Context: an optimization exercise on an open-source flow, tuned for small area and a short achievable clock period. The choices shown serve that exercise and are no tape-out recipe.

before:
==> module fifo, before the edit <==
module fifo
#
(
	parameter		depth = 60,
	parameter		width = 8
)
(
	input				clk,
	input				rst_n,
	input				wr_en,
	input	[width-1:0]	data_in,
	input				rd_en,
	output	[width-1:0]	data_out,
	output				full,
	output				empty
);
localparam		rows = depth / 4;		 
reg	[width-1:0]	bank0	[rows-1:0];
reg	[width-1:0]	bank1	[rows-1:0];
reg	[width-1:0]	bank2	[rows-1:0];
reg	[width-1:0]	bank3	[rows-1:0];
reg	[1:0]		wbank;			 
reg	[1:0]		rbank;			 
reg	[3:0]		n0, n1, n2, n3;	 
reg				full_o;			 
reg				nempty_o;		 
reg				full_i;			 
reg				nempty;			 
reg	[3:0]		s0, s1, s2, s3;	 
reg	[width-1:0]	bq0, bq1, bq2, bq3;	 
reg	[width-1:0]	last_in;		 
reg				fresh;			 
reg	[3:0]		osel;			 
reg	[width-1:0]	rdata;
wire			push = wr_en & ~full_i;
wire			pop  = rd_en & nempty;
wire	[3:0]	wr_k = { 4{ push}} & (4'b0001 << wbank);	 
wire	[3:0]	rd_k = { 4{ pop}}  & (4'b0001 << rbank);	 
wire	[1:0]	wbank_n = push ? wbank + 2'd1 : wbank;
wire	[1:0]	rbank_n = pop  ? rbank + 2'd1 : rbank;
wire	[3:0]	one_k  = { (n3 == 4'd1) && (n0 == 4'd0), (n2 == 4'd1) && (n3 == 4'd0),
			   (n1 == 4'd1) && (n2 == 4'd0), (n0 == 4'd1) && (n1 == 4'd0)};
wire	[3:0]	most_k = { (n3 == rows-1) && (n0 == rows), (n2 == rows-1) && (n3 == rows),
			   (n1 == rows-1) && (n2 == rows), (n0 == rows-1) && (n1 == rows)};
wire			one  = one_k[rbank];
wire			most = most_k[wbank];
wire			empty_n = push ? 1'b0 : (pop ? one : ~nempty);
wire			full_n  = pop  ? 1'b0 : (push ? most : full_i);
wire			fresh_n = push & (~nempty | (pop & one));
function [3:0] inc4;
	input [3:0] n;
	begin
		case(n)
		4'd0: inc4 = 4'd1;
		4'd1: inc4 = 4'd2;
		4'd2: inc4 = 4'd3;
		4'd3: inc4 = 4'd4;
		4'd4: inc4 = 4'd5;
		4'd5: inc4 = 4'd6;
		4'd6: inc4 = 4'd7;
		4'd7: inc4 = 4'd8;
		4'd8: inc4 = 4'd9;
		4'd9: inc4 = 4'd10;
		4'd10: inc4 = 4'd11;
		4'd11: inc4 = 4'd12;
		4'd12: inc4 = 4'd13;
		4'd13: inc4 = 4'd14;
		4'd14: inc4 = 4'd15;
		4'd15: inc4 = 4'd0;
		endcase
	end
endfunction
function [3:0] dec4;
	input [3:0] n;
	begin
		case(n)
		4'd0: dec4 = 4'd15;
		4'd1: dec4 = 4'd0;
		4'd2: dec4 = 4'd1;
		4'd3: dec4 = 4'd2;
		4'd4: dec4 = 4'd3;
		4'd5: dec4 = 4'd4;
		4'd6: dec4 = 4'd5;
		4'd7: dec4 = 4'd6;
		4'd8: dec4 = 4'd7;
		4'd9: dec4 = 4'd8;
		4'd10: dec4 = 4'd9;
		4'd11: dec4 = 4'd10;
		4'd12: dec4 = 4'd11;
		4'd13: dec4 = 4'd12;
		4'd14: dec4 = 4'd13;
		4'd15: dec4 = 4'd14;
		endcase
	end
endfunction
function [3:0] count_k;
	input [3:0] n;
	input       up;
	input       dn;
	begin
		count_k = (up & ~dn) ? inc4(n) : (dn & ~up) ? dec4(n) : n;
	end
endfunction
wire	[3:0]	n0_n = count_k(n0, wr_k[0], rd_k[0]);
wire	[3:0]	n1_n = count_k(n1, wr_k[1], rd_k[1]);
wire	[3:0]	n2_n = count_k(n2, wr_k[2], rd_k[2]);
wire	[3:0]	n3_n = count_k(n3, wr_k[3], rd_k[3]);
always@(posedge clk or negedge rst_n)
begin
	if(!rst_n) begin
		wbank    <= 2'd0;
		rbank    <= 2'd0;
		n0       <= 4'd0;
		n1       <= 4'd0;
		n2       <= 4'd0;
		n3       <= 4'd0;
		full_o   <= 1'b0;
		nempty_o <= 1'b0;
		full_i   <= 1'b0;
		nempty   <= 1'b0;
	end else begin
		wbank    <= wbank_n;
		rbank    <= rbank_n;
		n0       <= n0_n;
		n1       <= n1_n;
		n2       <= n2_n;
		n3       <= n3_n;
		full_o   <= ~pop & (push ? most : full_o);
		nempty_o <= push | (pop ? ~one : nempty_o);
		full_i   <= full_n;
		nempty   <= ~empty_n;
	end
end
integer i;
always@(posedge clk)
begin
	if(wr_k[0]) begin
		for(i = rows-1; i > 0; i = i - 1)
			bank0[i] <= bank0[i-1];
		bank0[0] <= data_in;
	end
	if(wr_k[1]) begin
		for(i = rows-1; i > 0; i = i - 1)
			bank1[i] <= bank1[i-1];
		bank1[0] <= data_in;
	end
	if(wr_k[2]) begin
		for(i = rows-1; i > 0; i = i - 1)
			bank2[i] <= bank2[i-1];
		bank2[0] <= data_in;
	end
	if(wr_k[3]) begin
		for(i = rows-1; i > 0; i = i - 1)
			bank3[i] <= bank3[i-1];
		bank3[0] <= data_in;
	end
end
wire	[16*width-1:0]	flat0, flat1, flat2, flat3;
genvar g;
generate
	for(g = 0; g < 16; g = g + 1) begin : flat
		assign flat0[g*width +: width] = bank0[(g == 0) ? 0 : g-1];
		assign flat1[g*width +: width] = bank1[(g == 0) ? 0 : g-1];
		assign flat2[g*width +: width] = bank2[(g == 0) ? 0 : g-1];
		assign flat3[g*width +: width] = bank3[(g == 0) ? 0 : g-1];
	end
endgenerate
wire	[width-1:0]	rd0 = flat0[s0*width +: width];
wire	[width-1:0]	rd1 = flat1[s1*width +: width];
wire	[width-1:0]	rd2 = flat2[s2*width +: width];
wire	[width-1:0]	rd3 = flat3[s3*width +: width];
always@(posedge clk)
begin
	s0      <= n0_n;
	s1      <= n1_n;
	s2      <= n2_n;
	s3      <= n3_n;
	bq0     <= rd0;
	bq1     <= rd1;
	bq2     <= rd2;
	bq3     <= rd3;
	last_in <= data_in;
	fresh   <= fresh_n;
	osel    <= fresh_n ? 4'b0000 : (4'b0001 << rbank_n);
end
always@(posedge clk)
begin
	rdata <= ({ width{ fresh}} & last_in)
	       | ({ width{ osel[0]}} & bq0) | ({ width{ osel[1]}} & bq1)
	       | ({ width{ osel[2]}} & bq2) | ({ width{ osel[3]}} & bq3);
end
assign	data_out = rdata;
assign	empty    = ~nempty_o;
assign	full     = full_o;
endmodule
clock: 3.2 ns
lec_check: 0
cap_margin: 20
core_margin: 2
core_utilization: 65
cts_cluster_diameter: 60
cts_cluster_size: 30
setup_slack_margin: 1.45
slew_margin: 20
run.sh (not shown) runs the stock make flow with config.mk's settings and CLKGATE_MAP_FILE= SYNTH_SCRIPT=/design/flow/synth_recipe.tcl, a recipe that flattens the netlist after the stock synthesis.
The inputs of after differ from those of before as listed below.
--- a/flow/design.v
+++ b/flow/design.v
@@ -21,25 +21,49 @@
 reg	[width-1:0]	bank2	[rows-1:0];
 reg	[width-1:0]	bank3	[rows-1:0];
 reg	[1:0]		wbank;			 
 reg	[1:0]		rbank;			 
+reg	[3:0]		wen;			 
 reg	[3:0]		n0, n1, n2, n3;	 
 reg				full_o;			 
 reg				nempty_o;		 
 reg				full_i;			 
 reg				nempty;			 
 reg	[3:0]		s0, s1, s2, s3;	 
+reg	[1:0]		sn0, sn1, sn2, sn3;	 
 reg	[width-1:0]	bq0, bq1, bq2, bq3;	 
 reg	[width-1:0]	last_in;		 
 reg				fresh;			 
 reg	[3:0]		osel;			 
 reg	[width-1:0]	rdata;
+function [1:0] inc2;
+	input [1:0] b;
+	begin
+		case(b)
+		2'd0: inc2 = 2'd1;
+		2'd1: inc2 = 2'd2;
+		2'd2: inc2 = 2'd3;
+		2'd3: inc2 = 2'd0;
+		endcase
+	end
+endfunction
+function [3:0] onehot;
+	input [1:0] b;
+	begin
+		case(b)
+		2'd0: onehot = 4'b0001;
+		2'd1: onehot = 4'b0010;
+		2'd2: onehot = 4'b0100;
+		2'd3: onehot = 4'b1000;
+		endcase
+	end
+endfunction
 wire			push = wr_en & ~full_i;
 wire			pop  = rd_en & nempty;
-wire	[3:0]	wr_k = { 4{ push}} & (4'b0001 << wbank);	 
-wire	[3:0]	rd_k = { 4{ pop}}  & (4'b0001 << rbank);	 
-wire	[1:0]	wbank_n = push ? wbank + 2'd1 : wbank;
-wire	[1:0]	rbank_n = pop  ? rbank + 2'd1 : rbank;
+wire	[3:0]	wr_k = { 4{ wr_en}} & wen;			 
+wire	[3:0]	rd_k = { 4{ pop}}  & onehot(rbank);	 
+wire	[1:0]	wbank_n = push ? inc2(wbank) : wbank;
+wire	[1:0]	rbank_n = pop  ? inc2(rbank) : rbank;
 wire	[3:0]	one_k  = { (n3 == 4'd1) && (n0 == 4'd0), (n2 == 4'd1) && (n3 == 4'd0),
 			   (n1 == 4'd1) && (n2 == 4'd0), (n0 == 4'd1) && (n1 == 4'd0)};
 wire	[3:0]	most_k = { (n3 == rows-1) && (n0 == rows), (n2 == rows-1) && (n3 == rows),
 			   (n1 == rows-1) && (n2 == rows), (n0 == rows-1) && (n1 == rows)};
@@ -110,8 +134,9 @@
 begin
 	if(!rst_n) begin
 		wbank    <= 2'd0;
 		rbank    <= 2'd0;
+		wen      <= 4'b0001;
 		n0       <= 4'd0;
 		n1       <= 4'd0;
 		n2       <= 4'd0;
 		n3       <= 4'd0;
@@ -121,8 +146,9 @@
 		nempty   <= 1'b0;
 	end else begin
 		wbank    <= wbank_n;
 		rbank    <= rbank_n;
+		wen      <= full_n ? 4'b0000 : onehot(wbank_n);
 		n0       <= n0_n;
 		n1       <= n1_n;
 		n2       <= n2_n;
 		n3       <= n3_n;
@@ -165,25 +191,33 @@
 		assign flat2[g*width +: width] = bank2[(g == 0) ? 0 : g-1];
 		assign flat3[g*width +: width] = bank3[(g == 0) ? 0 : g-1];
 	end
 endgenerate
-wire	[width-1:0]	rd0 = flat0[s0*width +: width];
-wire	[width-1:0]	rd1 = flat1[s1*width +: width];
-wire	[width-1:0]	rd2 = flat2[s2*width +: width];
-wire	[width-1:0]	rd3 = flat3[s3*width +: width];
+wire	[3:0]	t0 = { s0[3:2], ~sn0};
+wire	[3:0]	t1 = { s1[3:2], ~sn1};
+wire	[3:0]	t2 = { s2[3:2], ~sn2};
+wire	[3:0]	t3 = { s3[3:2], ~sn3};
+wire	[width-1:0]	rd0 = { flat0[t0*width+4 +: 4], flat0[s0*width +: 4]};
+wire	[width-1:0]	rd1 = { flat1[t1*width+4 +: 4], flat1[s1*width +: 4]};
+wire	[width-1:0]	rd2 = { flat2[t2*width+4 +: 4], flat2[s2*width +: 4]};
+wire	[width-1:0]	rd3 = { flat3[t3*width+4 +: 4], flat3[s3*width +: 4]};
 always@(posedge clk)
 begin
 	s0      <= n0_n;
 	s1      <= n1_n;
 	s2      <= n2_n;
 	s3      <= n3_n;
+	sn0     <= ~n0_n[1:0];
+	sn1     <= ~n1_n[1:0];
+	sn2     <= ~n2_n[1:0];
+	sn3     <= ~n3_n[1:0];
 	bq0     <= rd0;
 	bq1     <= rd1;
 	bq2     <= rd2;
 	bq3     <= rd3;
 	last_in <= data_in;
 	fresh   <= fresh_n;
-	osel    <= fresh_n ? 4'b0000 : (4'b0001 << rbank_n);
+	osel    <= fresh_n ? 4'b0000 : onehot(rbank_n);
 end
 always@(posedge clk)
 begin
 	rdata <= ({ width{ fresh}} & last_in)
Findings:
after vs before: largest driver fanout on the critical path up in after. Global-route usage sits higher in after than in before. NOTE routed wire length per instance before->after decreased slightly. Compared with before, after degrades total routed wirelength. after synthesis and placement, the instance count of after is above that of before. Comparing after and before, the higher die area was measured on after. On number of clock sinks: between after and before, it ends up higher for after. after ended with more final design area excluding fillers than before. after against before: number of ordinary inverters in the final layout picked up an extra 10; clock tree skew after final layout did not really move.
No run of this note included a check of the RTL's function; only the layout flow was run.

## afterwards: timing with drivers on the ports
The results above use ideal ports. As a check the final layouts listed here were re-extracted and re-timed, cells and wires unchanged.
Step 1 sets driving cells, clkbuf_16 on the clock port and buf_2 on the other inputs (assumed; they add their load-dependent delay and slew).
Step 2, shift: input delay + t, output delay - t, t = (earliest + latest rising clock arrival at the registers) / 2. This alone moves slack from input paths to output paths.
Three values: ideal ports, drivers, drivers and shift; two values: the first two.
| run | t (ns) | slack for setup (ns) | slew at the worst register clock pin (ns) | worst data-port slew with drivers (ns) | pins driven straight from the clock port |
|---|---|---|---|---|---|
| before | 0.591 | 1.416 / 1.362 / 0.877 | 0.10 / 0.10 | 0.07 | 1 |
| after | 0.591 | 1.405 / 1.374 / 1.049 | 0.10 / 0.10 | 0.07 | 1 |
After both steps every run listed still meets setup and hold. The setup slack of before, which loses most, moves by -0.054 ns with the drivers and by -0.539 ns with both steps.
